Context: an optimization exercise on an open-source flow, tuned for small area and a short achievable clock period. The choices shown serve that exercise and are no tape-out recipe. In this exercise RTL edits were held to simulation tests only and were not proved equivalent to the original. The clock input has no modelled driver; a real chip could not lean on it and would need a root buffer or a full tree. Power figures rest on the tool's default switching activity, not on a simulated workload.

## before
==> flow/design.v (excerpt) <==
module sync_fifo #(
    parameter WIDTH = 32,
    parameter DEPTH = 8,
    parameter ADDR_WIDTH = $clog2(DEPTH)
)(
    i_clk,
    i_rstn,
    i_wren,
    i_rden,
    i_wdata,
    o_rdata,
    o_empty,
    o_full
);
Size: roughly 270 flip-flops, ~70 I/O pins.
clock: 3.6 ns
lec_check: 0
cap_margin: 20
core_margin: 2
core_utilization: 40
setup_slack_margin: 2.15
slew_margin: 20
synth_hierarchical: 1
synth_minimum_keep_size: 0
standard.sh (not shown) runs the stock make flow with config.mk's settings and CLKGATE_MAP_FILE= SYNTH_SCRIPT=/design/flow/synth_recipe.tcl, a recipe that flattens the netlist after the stock synthesis.
==> flow/flow/run.sh <==
#!/bin/bash
# Own layout flow: the standard flow (standard.sh) with a hand-built
# two-level clock tree (flow/mcts.tcl) in place of TritonCTS, and small
# port buffers. Each step's full output goes to a log file in this folder;
# ORFS's per-step logs are under orfs/logs/.
set -euo pipefail
W=$(pwd)
EXTRA=(
  "BUFFER_PORTS_ARGS=-buffer_cell sky130_fd_sc_hd__buf_2"
  "PRE_CTS_TCL=$W/flow/mcts.tcl"
)
bash standard.sh "${EXTRA[@]}" synth > synth.log 2>&1
bash standard.sh "${EXTRA[@]}" finish > layout.log 2>&1
Other scripts of this flow, unchanged in this note and not shown: flow/flow/mcts.tcl
Changes in after relative to before:
# before
export LEC_CHECK = 0
export CAP_MARGIN = 20
export CORE_MARGIN = 2
export CORE_UTILIZATION = 40
export SETUP_SLACK_MARGIN = 2.15
export SLEW_MARGIN = 20
export SYNTH_HIERARCHICAL = 1
export SYNTH_MINIMUM_KEEP_SIZE = 0
create_clock -name core_clock -period 3.6 [get_ports {i_clk}]
# after
export LEC_CHECK = 0
export CAP_MARGIN = 20
export CORE_MARGIN = 2
export CORE_UTILIZATION = 40
export SETUP_SLACK_MARGIN = 2.05
export SLEW_MARGIN = 20
export SYNTH_HIERARCHICAL = 1
export SYNTH_MINIMUM_KEEP_SIZE = 0
create_clock -name core_clock -period 3.6 [get_ports {i_clk}]
[summary]
after has completed all stages; timing, DRC and antenna checks passed.
Area of all sequential standard cells delta (before -> after): insignificant
For clock latency at the later pin of the worst-skew pair, before and after come out practically identical.
Compared with before, after is more frugal on power.
Routed wire in after totals less than in before.
No run of this note takes its clock network from TritonCTS; it comes from the design's own scripts or RTL.

---

sync_fifo, a different RTL version from the one above (not shown whole).
Size in the first run: roughly 500 cells after synthesis, about 70 I/O pins.
Settings: LEC_CHECK=0, CAP_MARGIN=20, CORE_MARGIN=2, CORE_UTILIZATION=35, PLACE_DENSITY=0.8, SETUP_SLACK_MARGIN=2.05, SLEW_MARGIN=20, SYNTH_HIERARCHICAL=1, SYNTH_MINIMUM_KEEP_SIZE=0; clock period 3.6 ns.
Scripts as last shown in full above: flow/flow/run.sh
Other scripts of this flow, unchanged in this note and not shown: flow/flow/mcts.tcl
The first run finished clean.
Then changed:
CORE_UTILIZATION = 45   (was 35)
Worst setup slack improved by 34 ps.
Clock skew rose by 5.6 ps.
Via count climbs by 1.2%.
Total power increases by 0.41%.
Sequential share of layout area hardly moves.
Combinational power is about the same.
Core utilization went up by 12 points.
Hold slack hardly moves.
Synthesized cell count is unchanged.
Then changed:
CORE_UTILIZATION = 40   (was 45)
- wire length decreases by 8.1%
- combinational power falls by about 7%
- total power went down by 2.7%
- setup slack improves by 55 ps
- core utilization shrinks by 6.4 points
- area after synthesis is unchanged
- synthesized cell count is unchanged
- sequential power is lower by about 1%
- global-route usage decreases by 3.5 points
- fmax increases by 3.5%
- die area went up by about 12%
Then changed:
CORE_UTILIZATION = 50   (was 40)
PLACE_DENSITY = 0.85   (was 0.8)
What happened:
- area after synthesis is unchanged
- routed wire length rises by 4.9%
- via count rises by 3.6%
In every run of this note, the design's own scripts or RTL, not TritonCTS, make the clock network.

---

Starting RTL as in the previous note.
export LEC_CHECK = 0
export CAP_MARGIN = 20
export CORE_MARGIN = 2
export CORE_UTILIZATION = 40
export PLACE_DENSITY = 0.8
export SETUP_SLACK_MARGIN = 2.05
export SLEW_MARGIN = 20
export SYNTH_HIERARCHICAL = 1
export SYNTH_MINIMUM_KEEP_SIZE = 0
create_clock -name core_clock -period 3.6 [get_ports {i_clk}]
==> flow/flow/run.sh <==
#!/bin/bash
# Own layout flow: the standard flow (standard.sh) with a hand-built
# two-level clock tree (flow/mcts.tcl) in place of TritonCTS, and small
# port buffers. Each step's full output goes to a log file in this folder;
# ORFS's per-step logs are under orfs/logs/.
set -euo pipefail
W=$(pwd)
EXTRA=(
  "BUFFER_PORTS_ARGS=-buffer_cell sky130_fd_sc_hd__buf_2"
  "PRE_CTS_TCL=$W/flow/mcts.tcl"
  "RECOVER_POWER=40"
)
bash standard.sh "${EXTRA[@]}" synth > synth.log 2>&1
bash standard.sh "${EXTRA[@]}" finish > layout.log 2>&1
Other scripts of this flow, unchanged in this note and not shown: flow/flow/mcts.tcl
==> next run, changes <==
--- a/flow/flow/run.sh
+++ b/flow/flow/run.sh
@@ -11 +10,0 @@
-  "RECOVER_POWER=40"
PLACE_DENSITY = unset   (was 0.8)
The changed run ran to the end with no violations. Global-route usage goes up by 1.1 points. Final cell count is about the same. Final area grows by 1.4%. Core utilization rises by 0.65 points. Combinational power grows by about 5%. Critical path depth went up by 3. Clock power hardly moves. Die area does not change. Worst setup slack is worse by 0.020 ns. Worst hold slack degrades by 0.13 ns.
==> next run, changes <==
PLACE_DENSITY = 0.8   (was unset)
TNS_END_PERCENT = 0   (was unset)
The changed run produced a clean layout. Design area decreases by 2.4%. Setup slack gets better by 0.0032 ns. Power decreases by 3.8%. Via count decreases by 2.5%. Routed wire length decreases by 12%. Die area does not change. Synthesized cell count does not change. First-iteration DRC count decreases by 6.0%. Utilization decreases by 1.1 points.
No run of this note takes its clock network from TritonCTS; it comes from the design's own scripts or RTL.

---

sync_fifo again, from the RTL that the note above started with.
clock: 3.6 ns
lec_check: 0
cap_margin: 20
core_margin: 2
core_utilization: 40
place_density: 0.8
setup_slack_margin: 2.05
slew_margin: 20
synth_hierarchical: 1
synth_minimum_keep_size: 0
==> flow/flow/run.sh <==
#!/bin/bash
# Own layout flow: the standard flow (standard.sh) with a hand-built
# two-level clock tree (flow/mcts.tcl) in place of TritonCTS, and small
# port buffers. Each step's full output goes to a log file in this folder;
# ORFS's per-step logs are under orfs/logs/.
set -euo pipefail
W=$(pwd)
EXTRA=(
  "BUFFER_PORTS_ARGS=-buffer_cell sky130_fd_sc_hd__buf_2"
  "PRE_CTS_TCL=$W/flow/mcts.tcl"
)
bash standard.sh "${EXTRA[@]}" synth > synth.log 2>&1
bash standard.sh "${EXTRA[@]}" finish > layout.log 2>&1
==> flow/flow/mcts.tcl <==
proc mcts_bisect {sinks depth axis} {
  if {$depth == 0 || [llength $sinks] < 2} { return [list $sinks] }
  set idx [expr {$axis == 0 ? 1 : 2}]
  set s [lsort -real -index $idx $sinks]
  set h [expr {[llength $s] / 2}]
  set a [lrange $s 0 [expr {$h - 1}]]
  set b [lrange $s $h end]
  set na [expr {1 - $axis}]
  return [concat [mcts_bisect $a [expr {$depth - 1}] $na] [mcts_bisect $b [expr {$depth - 1}] $na]]
}
proc mcts_centroid {items} {
  set sx 0.0; set sy 0.0
  foreach s $items { set sx [expr {$sx + [lindex $s 1]}]; set sy [expr {$sy + [lindex $s 2]}] }
  set n [llength $items]
  return [list [expr {int($sx / $n)}] [expr {int($sy / $n)}]]
}
proc mcts_build {clk_port mid_depth leaf_depth mid_cell leaf_cell} {
  set block [ord::get_db_block]
  set db [ord::get_db]
  set clknet [[$block findBTerm $clk_port] getNet]
  set sinks {}
  foreach it [$clknet getITerms] {
    set bb [[$it getInst] getBBox]
    lappend sinks [list $it [expr {([$bb xMin] + [$bb xMax]) / 2}] [expr {([$bb yMin] + [$bb yMax]) / 2}]]
  }
  set mids [mcts_bisect $sinks $mid_depth 0]
  set m 0
  foreach mid $mids {
    set minst [odb::dbInst_create $block [$db findMaster $mid_cell] "clkbuf_mid_$m"]
    set mnet [odb::dbNet_create $block "clknet_mid_$m"]
    $mnet setSigType CLOCK
    [$minst findITerm A] connect $clknet
    [$minst findITerm X] connect $mnet
    set leaves [mcts_bisect $mid [expr {$leaf_depth - $mid_depth}] [expr {$mid_depth % 2}]]
    set lc {}
    set l 0
    foreach leaf $leaves {
      set linst [odb::dbInst_create $block [$db findMaster $leaf_cell] "clkbuf_leaf_${m}_$l"]
      set lnet [odb::dbNet_create $block "clknet_leaf_${m}_$l"]
      $lnet setSigType CLOCK
      foreach s $leaf { set it [lindex $s 0]; $it disconnect; $it connect $lnet }
      [$linst findITerm A] connect $mnet
      [$linst findITerm X] connect $lnet
      set c [mcts_centroid $leaf]
      $linst setLocation [lindex $c 0] [lindex $c 1]
      $linst setPlacementStatus PLACED
      lappend lc [list x [lindex $c 0] [lindex $c 1]]
      puts "mcts: leaf ${m}_$l drives [llength $leaf] sinks"
      incr l
    }
    set c [mcts_centroid $lc]
    $minst setLocation [lindex $c 0] [lindex $c 1]
    $minst setPlacementStatus PLACED
    incr m
  }
  $clknet setSigType CLOCK
}

# Used as PRE_CTS_TCL: build the tree here, then make the CTS step's own
# clock_tree_synthesis call a no-op so the rest of ORFS's CTS step
# (legalisation, timing repair, writing results) runs unchanged.
mcts_build i_clk 2 4 sky130_fd_sc_hd__clkbuf_16 sky130_fd_sc_hd__clkbuf_16
set_propagated_clock [all_clocks]
rename clock_tree_synthesis orig_clock_tree_synthesis
proc clock_tree_synthesis {args} { puts "clock tree built by flow/mcts.tcl" }
The baseline finished with timing, DRC and antenna clean.
Then changed:
--- a/flow/flow/mcts.tcl
+++ b/flow/flow/mcts.tcl
@@ -62 +62 @@
-mcts_build i_clk 2 4 sky130_fd_sc_hd__clkbuf_16 sky130_fd_sc_hd__clkbuf_16
+mcts_build i_clk 2 4 sky130_fd_sc_hd__clkbuf_16 sky130_fd_sc_hd__clkbuf_8
SETUP_SLACK_MARGIN = 2.1   (was 2.05)
What happened:
- The new run produced a clean layout
- power rises by 0.77%
- worst setup slack gets worse by 0.0093 ns
- via count rises by 4.0%
- combinational power rises by 19%
Then changed:
--- a/flow/flow/run.sh
+++ b/flow/flow/run.sh
@@ -10,0 +11 @@
+  "RECOVER_POWER=100"
SETUP_SLACK_MARGIN = 2.05   (was 2.1)
After rerunning: With this change the flow produced a layout that fails on capacitance limit, slew limit; die area stays the same; via count shrinks by about 5%; routed wire length came out lower by 11%; total power came out lower by about 7%; final area drops by 6.4%; global-route usage went down by 1.7 points; synthesized area does not change; hold slack improves by 0.14 ns; critical path depth stays the same.
In every run of this note, the design's own scripts or RTL, not TritonCTS, make the clock network.

==> re-timing with driven ports <==
In the flow no input, the clock included, has a driving cell. The finished layouts below were timed again as built, in two steps.
Step 1 assumes that a clkbuf_16 drives the clock port and a buf_2 every other input.
Step 2 times the ports against the registers' clock, not the clock port: input delays grow and output delays shrink by t, the midpoint of the rising clock arrivals with the driver on.
Three values: no drivers, after step 1, after step 2; two values: the first two.
| run | t (ns) | setup WS [ns] | worst setup path at the end | latest minus earliest clock arrival (ns) |
|---|---|---|---|---|
| before | 0.394 | 1.926 / 1.872 / 1.479 | input to register | 0.014 / 0.015 |
| after | 0.390 | 2.019 / 1.947 / 1.721 | input to register | 0.019 / 0.019 |
| the first run of note 2 | 0.404 | 1.949 / 1.938 / 1.543 | input to register | 0.014 / 0.014 |
| the second run of note 2 | 0.390 | 1.983 / 1.936 / 1.555 | input to register | 0.020 / 0.021 |
| the third run of note 2 | 0.391 | 2.037 / 1.941 / 1.636 | input to register | 0.019 / 0.019 |
| the fourth run of note 2 | 0.392 | 1.968 / 1.940 / 1.548 | input to register | 0.018 / 0.017 |
| the first run of note 3 | 0.385 | 2.037 / 1.946 / 1.655 | input to register | 0.020 / 0.020 |
| the second run of note 3 | 0.393 | 2.017 / 1.952 / 1.608 | input to register | 0.013 / 0.014 |
| the third run of note 3 | 0.401 | 2.020 / 1.937 / 1.692 | input to register | 0.029 / 0.028 |
| the first run of note 4 | 0.387 | 2.042 / 1.949 / 1.660 | input to register | 0.023 / 0.023 |
| the second run of note 4 | 0.400 | 2.032 / 1.931 / 1.580 | input to register | 0.017 / 0.017 |
| the third run of note 4 | 0.388 | 1.191 / 1.234 / 0.847 | input to register | 0.023 / 0.023 |
For the second run of note 4, which loses most, drivers alone change the setup slack by -0.101 ns; drivers and shift together by -0.452 ns.
